Context: an optimization exercise on an open-source flow, tuned for small area and a short achievable clock period. The choices shown serve that exercise and are no tape-out recipe. The RTL was checked by simulation tests, not by an equivalence proof against the original design. Power is estimated from default activity; no workload was simulated.

===== flow/config.mk =====
export PLATFORM = sky130hd
export DESIGN_NAME = MIPS
export DESIGN_NICKNAME = MIPS
export VERILOG_FILES = /design/flow/design.v
export SDC_FILE = /design/flow/constraint.sdc
export NUM_CORES = 4
export LEC_CHECK = 0
export CAP_MARGIN = 40
export CORE_MARGIN = 2
export CORE_UTILIZATION = 40
export PLACE_DENSITY = 0.6
export SLEW_MARGIN = 40

===== flow/constraint.sdc =====
create_clock -name core_clock -period 25.0 [get_ports {CLK}]
set_input_delay 5.0000 -clock core_clock [delete_from_list [all_inputs] [get_ports {CLK}]]
set_output_delay 5.0000 -clock core_clock [all_outputs]
set_load 0.01 [all_outputs]

===== flow/design.v =====
module MUX #(
    parameter WIDTH = 32
) (
    input   wire [WIDTH - 1 : 0]  In1,
    input   wire [WIDTH - 1 : 0]  In2,
    input   wire                  sel,
    output  wire [WIDTH - 1 : 0]  Out
);
assign Out = !sel ? In1 : In2;    
endmodule
module Adder (
    input   wire    [31:0]  A,
    input   wire    [31:0]  B,
    output  wire    [31:0]  C
);
assign  C = A + B;
endmodule
module SignExtend
(
    input   wire    [15:0]  Inst,
    output  wire    [31:0]  SignImm
);
    assign  SignImm = {{16{Inst[15]}},Inst};
endmodule
module ALU 
(
    input   wire    [31:0]   SrcA,
    input   wire    [31:0]   SrcB,
    input   wire    [2:0]    ALUControl,
    output  reg     [31:0]  ALUResult,   
    output  wire            Zero
);
localparam AND  = 3'b000;
localparam OR   = 3'b001;
localparam PLS  = 3'b010;
localparam MIN  = 3'b100;
localparam MUL  = 3'b101;
localparam SLT  = 3'b110;
    always @ (*)
        begin
            case (ALUControl)
                AND :   ALUResult <= SrcA & SrcB ;
                OR  :   ALUResult <= SrcA | SrcB ;
                PLS :   ALUResult <= SrcA + SrcB ;
                MIN :   ALUResult <= SrcA - SrcB ;
                MUL :   ALUResult <= SrcA * SrcB ;
                SLT :   ALUResult <= (SrcA < SrcB);
                default :   ALUResult <= 32'b0 ;
            endcase
        end
    assign  Zero  = ~|ALUResult;
endmodule
module Register_file(
    output	wire	[31 : 0] RD1,
    output	wire	[31 : 0] RD2,
    input  	wire	[31 : 0] WD3,
    input  	wire	[ 4 : 0] A1,
    input  	wire	[ 4 : 0] A2,
    input  	wire	[ 4 : 0] A3,
    input   wire       		 CLK, 
    input   wire       		 WE3,
    input   wire       		 reset
);
	localparam 	FILE_SIZE = 32;
	integer 			k;
	reg		[31:0]		regfile [FILE_SIZE - 1 : 0];
	assign	RD1 = regfile[A1];
	assign	RD2 = regfile[A2];
	always @(posedge CLK, negedge reset ) 
		begin
			if (~reset) 
				begin
					for(k = 0; k < 32; k = k + 1) 
						begin
							regfile[k] <= 0;
						end
				end
			else 
				begin
					if (WE3) regfile[A3] <= WD3;
				end
		end
endmodule
module ProgramCounter
(
    input   wire            CLK,
    input   wire            reset,
    input   wire   [31:0]   PC_in,
    output  reg    [31:0]   PC
);
always @(posedge CLK , negedge reset)
    begin
        if (~reset)
            begin
                PC <= 32'b0;
            end
        else
            begin
                PC <= PC_in;
            end
    end
endmodule
module ControlUnit
(
    input   wire    [31:0]  Instruction,
    input   wire            Zero,
    output  reg             Jmp,
    output  reg             MemtoReg,
    output  reg             MemWrite,
    output  reg             PCSrc,
    output  reg             ALUSrc,
    output  reg             RegDst,
    output  reg             RegWrite,
    output  reg     [2:0]   ALUControl
);
    localparam  rType           = 6'b00_0000;
    localparam  loadWord        = 6'b10_0011;
    localparam  storeWord       = 6'b10_1011;
    localparam  addImmediate    = 6'b00_1000;
    localparam  branchIfEqual   = 6'b00_0100;
    localparam  jump_inst       = 6'b00_0010;
    localparam  AND =   6'b10_0100;
    localparam  OR  =   6'b10_0101;
    localparam  ADD =   6'b10_0000;
    localparam  SUB =   6'b10_0010;
    localparam  SLT =   6'b10_1010;
    localparam  MUL =   6'b01_1100;
    reg     [1:0]   ALUOp;
    reg             Branch;      
    wire    [5:0]   OpCode;
    wire    [5:0]   Funct;
    assign  OpCode  =   Instruction [31 : 26];
    assign  Funct   =   Instruction [5 : 0];
    always @(*) 
        begin
            case (OpCode)
                rType :
                    begin
                        Jmp         =   1'b0; 
                        ALUOp       =   2'b10;
                        MemWrite    =   1'b0;
                        RegWrite    =   1'b1;
                        RegDst      =   1'b1;
                        ALUSrc      =   1'b0;
                        MemtoReg    =   1'b0;
                        Branch      =   1'b0;
                    end
                loadWord :
                    begin
                        Jmp         =   1'b0; 
                        ALUOp       =   2'b00;
                        MemWrite    =   1'b0;
                        RegWrite    =   1'b1;
                        RegDst      =   1'b0;
                        ALUSrc      =   1'b1;
                        MemtoReg    =   1'b1;
                        Branch      =   1'b0;
                    end
                storeWord :
                    begin
                        Jmp         =   1'b0; 
                        ALUOp       =   2'b00;
                        MemWrite    =   1'b1;
                        RegWrite    =   1'b0;
                        RegDst      =   1'b0;
                        ALUSrc      =   1'b1;
                        MemtoReg    =   1'b1;
                        Branch      =   1'b0;
                    end
                addImmediate :
                    begin
                        Jmp         =   1'b0; 
                        ALUOp       =   2'b00;
                        MemWrite    =   1'b0;
                        RegWrite    =   1'b1;
                        RegDst      =   1'b0;
                        ALUSrc      =   1'b1;
                        MemtoReg    =   1'b0;
                        Branch      =   1'b0;
                    end
                branchIfEqual :
                    begin
                        Jmp         =   1'b0; 
                        ALUOp       =   2'b01;
                        MemWrite    =   1'b0;
                        RegWrite    =   1'b0;
                        RegDst      =   1'b0;
                        ALUSrc      =   1'b0;
                        MemtoReg    =   1'b0;
                        Branch      =   1'b1;
                    end
                jump_inst :
                    begin
                        Jmp         =   1'b1; 
                        ALUOp       =   2'b00;
                        MemWrite    =   1'b0;
                        RegWrite    =   1'b0;
                        RegDst      =   1'b0;
                        ALUSrc      =   1'b0;
                        MemtoReg    =   1'b0;
                        Branch      =   1'b0;
                    end
                default : 
                    begin
                        Jmp         =   1'b0; 
                        ALUOp       =   2'b00;
                        MemWrite    =   1'b0;
                        RegWrite    =   1'b0;
                        RegDst      =   1'b0;
                        ALUSrc      =   1'b0;
                        MemtoReg    =   1'b0;
                        Branch      =   1'b0;
                    end  
            endcase
        end
    always @(*) 
        begin
           case (ALUOp)
               2'b00    :   ALUControl  =   3'b010;
               2'b01    :   ALUControl  =   3'b100; 
               2'b10    :   
                    begin        
                        case (Funct)
                            AND :       ALUControl  =   3'b000;
                            OR  :       ALUControl  =   3'b001;
                            ADD :       ALUControl  =   3'b010;
                            SUB :       ALUControl  =   3'b100;
                            SLT :       ALUControl  =   3'b110;
                            MUL :       ALUControl  =   3'b101;
                            default:    ALUControl  =   3'b010;
                        endcase
                    end
               default  :   ALUControl  =   3'b010;
           endcase  
        end
     always @(*) 
        begin
            PCSrc = Branch & Zero;    
        end
endmodule
module DatapathUnit (
    input   wire            CLK,
    input   wire            reset,
    input   wire    [31:0]  Instr,
    input   wire            Jmp,
    input   wire            MemtoReg,
    input   wire            PCSrc,
    input   wire            ALUSrc,
    input   wire            RegDst,
    input   wire            RegWrite,    
    input   wire    [ 2:0]  ALUControl,
    input   wire    [31:0]  ReadData,
    output  wire    [31:0]  PC,
    output  wire    [31:0]  ALUResult,
    output  wire    [31:0]  WriteData,      
    output  wire            Zero
);
    wire            [ 4:0]   A1 ;
    wire            [ 4:0]   A2 ;
    wire            [ 4:0]   A3 ;
    wire            [31:0]   WD3;    
    wire            [31:0]   RD1;
    wire            [31:0]   RD2;
    wire            [31:0]   SrcA   ;
    wire            [31:0]   SrcB   ;   
    wire            [15:0]  Imm     ;
    wire            [31:0]  SignImm ;
    wire            [31:0]  PCBranch_in  ;
    wire            [31:0]  PCPlus4  ;
    wire            [31:0]  PCBranch ;
    wire            [31:0]  PC_in    ;
    wire            [31:0]  PC4      ;
    wire            [31:0]  PC_JUMP  ;
    wire            [31:0]  PC_JIn   ;
    wire            [27:0]  JUMP_IMM ;
    assign A1 = Instr[25:21];
    assign A2 = Instr[20:16];
    Register_file M1
    (   
        .RD1(RD1),
        .RD2(RD2),
        .WD3(WD3),
        .A1(A1),
        .A2(A2),
        .A3(A3),
        .CLK(CLK), 
        .WE3(RegWrite),
        .reset(reset)
    );
    MUX #(.WIDTH(32))   rData_MUX 
    ( 
        .In1(ALUResult), 
        .In2(ReadData), 
        .sel(MemtoReg), 
        .Out(WD3)
    );            
    MUX #(.WIDTH(5))    wReg_MUX 
    (  
        .In1(Instr[20:16]), 
        .In2(Instr[15:11]), 
        .sel(RegDst), 
        .Out(A3)
    );            
    SignExtend S1
    (
        .Inst(Instr[15:0]),
        .SignImm(SignImm)
    );
    assign  SrcA = RD1  ;
    MUX #(.WIDTH(32))   SrcB_mux 
    (  
        .In1(RD2), 
        .In2(SignImm), 
        .sel(ALUSrc), 
        .Out(SrcB)
    ); 
    assign WriteData = RD2;
    ALU AL1
    (
        .SrcA(SrcA), 
        .SrcB(SrcB), 
        .ALUControl(ALUControl), 
        .Zero(Zero), 
        .ALUResult(ALUResult) 
    );     
    assign PC4 = 32'b100    ;
    Adder ADD1 
    (    
        .A  (PC),
        .B  (PC4),
        .C  (PCPlus4)
    );
    assign  PCBranch_in = SignImm<<32'd2    ;
    Adder ADD2 
    (    
        .A(PCBranch_in),
        .B(PCPlus4),
        .C(PCBranch)
    );
    MUX #(.WIDTH(32))   PC_MUX 
    (
        .In1(PCPlus4), 
        .In2(PCBranch), 
        .sel(PCSrc), 
        .Out(PC_in)
    );
    assign JUMP_IMM     =   Instr[25:0] ;
    assign PC_JUMP      =   {PCPlus4[31:28],JUMP_IMM<<2}    ;
    MUX #(.WIDTH(32))   PC_J_MUX 
    (
        .In1(PC_in), 
        .In2(PC_JUMP), 
        .sel(Jmp), 
        .Out(PC_JIn)
    );
    ProgramCounter PC1 
    (
        .CLK(CLK), 
        .reset(reset), 
        .PC_in(PC_JIn), 
        .PC(PC)
    );
endmodule
module MIPS(
    input   wire                CLK,
    input   wire                reset,
    input   wire     [31:0]     Instr,
    input   wire     [31:0]     ReadData,
    output  wire     [31:0]     PC,
    output  wire     [31:0]     ALUResult,
    output  wire     [31:0]     WriteData,
    output  wire                MemWrite
);
    wire            Jmp;
    wire            MemtoReg;
    wire            PCSrc;
    wire            ALUSrc;
    wire            RegDst;
    wire            RegWrite;     
    wire    [2:0]   ALUControl;
    wire            Zero;
    ControlUnit C1
    (
        .Instruction(Instr),
        .Zero(Zero),
        .Jmp(Jmp),
        .MemtoReg(MemtoReg),
        .MemWrite(MemWrite),
        .PCSrc(PCSrc),
        .ALUSrc(ALUSrc),
        .RegDst(RegDst),
        .RegWrite(RegWrite),
        .ALUControl(ALUControl)
    );
    DatapathUnit D1 
    (
        .CLK(CLK),
        .reset(reset),
        .Instr(Instr),
        .Jmp(Jmp),
        .MemtoReg(MemtoReg),
        .PCSrc(PCSrc),
        .ALUSrc(ALUSrc),
        .RegDst(RegDst),
        .RegWrite(RegWrite),
        .ALUControl(ALUControl),
        .ReadData(ReadData),
        .PC(PC),
        .ALUResult(ALUResult),
        .WriteData(WriteData),    
        .Zero(Zero)
    );
endmodule

===== flow/run.sh =====
#!/bin/bash
# synth_recipe.tcl (not shown) runs the flow's synth.tcl, then flattens the netlist and writes it again
# the make line also repeats each setting of config.mk as NAME=value (left out here)
make -C /OpenROAD-flow-scripts/flow DESIGN_CONFIG=/design/flow/config.mk WORK_HOME=/design/flow/orfs CLKGATE_MAP_FILE= SYNTH_SCRIPT=/design/flow/synth_recipe.tcl finish

==> run_results.csv <==
group,metric,value,unit
cells_and_area,multi_input_area,44400,µm²
detailed_routing,first_iter_violations,13100,
placement,dp_hpwl,293,mm
critical_path,critPathLaunch,"Instr[16]",
power_and_ir_drop,power_leakage,0.0387,µW
critical_path,rr_startpoint,"D1.M1.regfile[10][7]",
sta,fin_crit,22.95,ns
grt,grt_max_degree,91,
die,start_util,40.4,%
yosys,synth_area_leaders,"dfrtp_1 (35%), fa_1 (11%), nand2_1 (6.9%)",
yosys,ys.warnings.count,5,
cells_and_area,drive_gt1_share,10.7,%
critical_path,path_class,"input port to output port",
yosys,synth_top_area_share,35.2,%
grt,grt_overflow,0,
cells_and_area,num-fill-cells,18200,
die,die_y,437,µm
die,rows,158,
sta,period_share,91.8,%
critical_path,critical_path.max_fanout,33,
cells_and_area,areaGrowthSynthToFinish,12.9,%
sta,setup_viol,0,
grt,grt_pass1_wl,584,mm
sta,slew_headroom,30.8,%
placement,io_buffer_count,160,
hold_path,min-delay-start,"D1.M1.regfile[6][8]",
yosys,synthArstFlopShare,100,%
critical_path,critPathBufInv,9,
critical_path,worst_path_max_delay_cell,"nor2_2",
run,max-cap-violations,0,
grt,grt_pass1_vias,72600,
detailed_routing,wl,423,mm
clock_tree,ctsHoldBuffers,0,
critical_path,reg2reg_slack,11.66,ns
clock_tree,post_cts_buffers,0,
detailed_routing,dr.pass1.iters,10,
critical_path,cp-end-kind,"output port",
detailed_routing,vias,76000,
cells_and_area,final_nets,9299,
clock_tree,cts.clk_slew.worst_paths,0.06,ns
sta,drv_slew,0,
critical_path,crit_family,"adder cells",
grt,antenna_found_initial,43,
yosys,yosys.area.top_type,"dfrtp_1",
die,fp.dieArea,191000,µm²
hold_path,holdPathStages,2,
outcome,status,"no timing/DRC/antenna violations",
power_and_ir_drop,power.density,89.8,nW/µm²
clock_tree,clk_path_buf_depth,3,
clock_tree,clock_latency,0.84,ns
critical_path,crit_top_cell,"fa_1",
hold_path,holdPathEnd,"D1.M1.regfile[6][8]",
detailed_routing,ant_nets,0,
yosys,synth-seq-cells,1054,
detailed_routing,via_per_inst,6.81,
cells_and_area,seqCellArea,26400,µm²
critical_path,cpPeakStageDelay,0.80,ns
yosys,synth_edf_count,0,
placement,gp_congestion,1.06,
critical_path,cp.arrival,17.95,ns
grt,grtUsageTotal,43.3,%
power_and_ir_drop,ir_drop,0.0987,mV
die,die_width,437,µm
yosys,synth.distinct_cells,97,
die,io_pins,163,
yosys,synth.yosys.seq_area_share,35.2,%
placement,placed_cell_area,80400,µm²
clock_tree,cts_max_level,3,
detailed_routing,drc,0,
clock_tree,cts_tree,"built",
clock_tree,cts-buffers-inserted,116,
critical_path,rr_worst_depth,35,
yosys,synth_area,75000,µm²
sta,setup-tns-final,0,ns
critical_path,worstPathRequired,20.00,ns
critical_path,r2r-end,"D1.PC1.PC[27]",
clock_tree,cts_sinks,1054,
sta,clock_skew,0.0940,ns
sta,fmax,43.6,MHz
clock_tree,cts_resized,0,
sta,worst_pin_slew,1.04,ns
detailed_routing,drt-wirelength-per-cell,37.9,µm
yosys,synth_cells,8685,
yosys,synth.most_common_cell,"nand2_1",
hold_path,min_path_type,"register to register",
yosys,synth_ff_type,"dfrtp_1",
cells_and_area,final_area,84700,µm²
die,core_area,186000,µm²
critical_path,critPathLaunchType,"input port",
yosys,avgSynthCellArea,8.64,µm²
clock_tree,clockRootBuffer,"clkbuf_16",
yosys,synth_commonest_cells,"nand2_1 (1374), dfrtp_1 (1054), o21ai_0 (962), inv_1 (642), a22oi_1 (621)",
sta,finalHoldViolations,0,
sta,rsz0062_at_grt,"no",
==> registers in the layout, summed over array words and instances (netlist names) <==
signal,flops
D1.M1.regfile,1024
D1.PC1.PC,30
==> cell type report <==
| class | count | share of cell area, % |
|---|---|---|
| multi-input cells | 6269 | 52.4 |
| well taps | 2480 | 3.66 |
| diodes | 26 | 0.0768 |
| repair buffers | 469 | 5.03 |
| flip-flops and latches | 1054 | 31.1 |
| inverters | 661 | 2.93 |
| clock inverters | 56 | 0.985 |
| clock buffers | 154 | 3.82 |
==> stage by stage <==
stage | util, % | cells | power (µW) | worst slack, ns | hold slack, ns
3_3_place_gp | 43.0 | 10900 | 5520 | 1.98 | 0.481
6_report | 45.6 | 11200 | 7610 | 2.05 | 0.508
4_1_cts | 45.4 | 11100 | 7440 | 2.49 | 0.506
3_5_place_dp | 43.3 | 10900 | 5580 | 2.51 | 0.492
5_1_grt | 45.6 | 11100 | 7880 | 1.91 | 0.526
2_1_floorplan | - | 8686 | 4090 | 5.79 | 0.455
==> how the worst max path moves through the flow <==
| stage | to | cells past startpoint |
|---|---|---|
| floorplan | ALUResult[28] | 37 |
| global placement | ALUResult[28] | 36 |
| detailed placement | ALUResult[31] | 37 |
| CTS | ALUResult[31] | 37 |
| global route | ALUResult[31] | 37 |
| finish | ALUResult[31] | 37 |
==> cells in the final DEF (no fill, tap or decap), types with 19 or more instances in the layout <==
cell type and count:
xnor2_1 105, nor2_1 489, clkbuf_16 117, ha_1 251, inv_1 640, and3_1 212, o21ai_0 951, a31oi_1 22
o211ai_1 21, or3_1 37, a21o_1 47, a221oi_1 48, clkdlybuf4s50_1 154, fa_1 411, nand2b_1 43, or2_4 23
buf_6 20, xor2_1 35, clkbuf_1 20, dfrtp_1 1054, nor2_4 45, clkinv_2 20, diode_2 26, nor2_2 24
a22o_1 22, nand4_1 148, a2111oi_0 59, mux2_2 169, nand3b_1 19, nor2b_1 24, buf_4 269, nor3_1 55
a22oi_1 621, nand3_1 313, mux2i_1 37, nand2_1 1371, a21oi_1 172, nor4_1 46
==> power breakdown <==
part,switching [µW],total (µW),leakage [µW],internal [µW]
logic,2120,3130,0.0225,1010
registers,498,2590,0.0143,2090
clock network,805,1880,0.00197,1080
==> layer usage <==
metal | routed length, µm | global-route usage (%)
met1 | 157000 | 54.9
met3 | 63800 | 18.5
met2 | 166000 | 59.6
met5 | 298 | 0.202
met4 | 35500 | 28.9
==> kinds of logic after synthesis <==
| family | count (synthesis) | synth area share, % |
|---|---|---|
| adder cells (fa/ha/maj) | 662 | 15.2 |
| AO/OA/AOI/OAI | 2247 | 19.2 |
| flip-flops | 1054 | 35.2 |
| buffers and inverters | 1363 | 7.22 |
| AND/OR/NAND/NOR | 2980 | 18.1 |
| other | 1 | 0.00500 |
| XOR/XNOR | 147 | 1.84 |
| multiplexers | 231 | 3.38 |
==> worst register-to-register path: cells and delay by family, from the launching register on <==
family | cells | cell delay, ns
buffers and inverters | 6 | 1.53
AND/OR/NAND/NOR | 7 | 2.52
adder cells (fa/ha/maj) | 10 | 4.52
AO/OA/AOI/OAI | 10 | 3.30
multiplexers | 1 | 0.48
flip-flops | 1 | 0.44
XOR/XNOR | 1 | 0.38

what the ideal ports hide:
Ports are ideal in the flow. The routed layout listed here was re-timed in OpenROAD. Step 1 (the two cells are an assumption about what drives the block):
set clk [get_ports {CLK}]
set_driving_cell -lib_cell sky130_fd_sc_hd__clkbuf_16 $clk
set_driving_cell -lib_cell sky130_fd_sc_hd__buf_2 [delete_from_list [all_inputs] $clk]
Step 2 also shifts input and output timing later by t, the mid clock arrival at the registers, as if the neighbouring blocks saw the same clock. a / b / c = ideal / step 1 / step 2; a / b = the first two.
t (ns): 0.876
setup WS [ns]: 2.046 / 2.025 / 2.025
pins driven straight from the clock port: 1
After both steps setup and hold are still met in this run. The setup slack of this run moves by -0.021 ns with the drivers and by -0.021 ns with both steps.
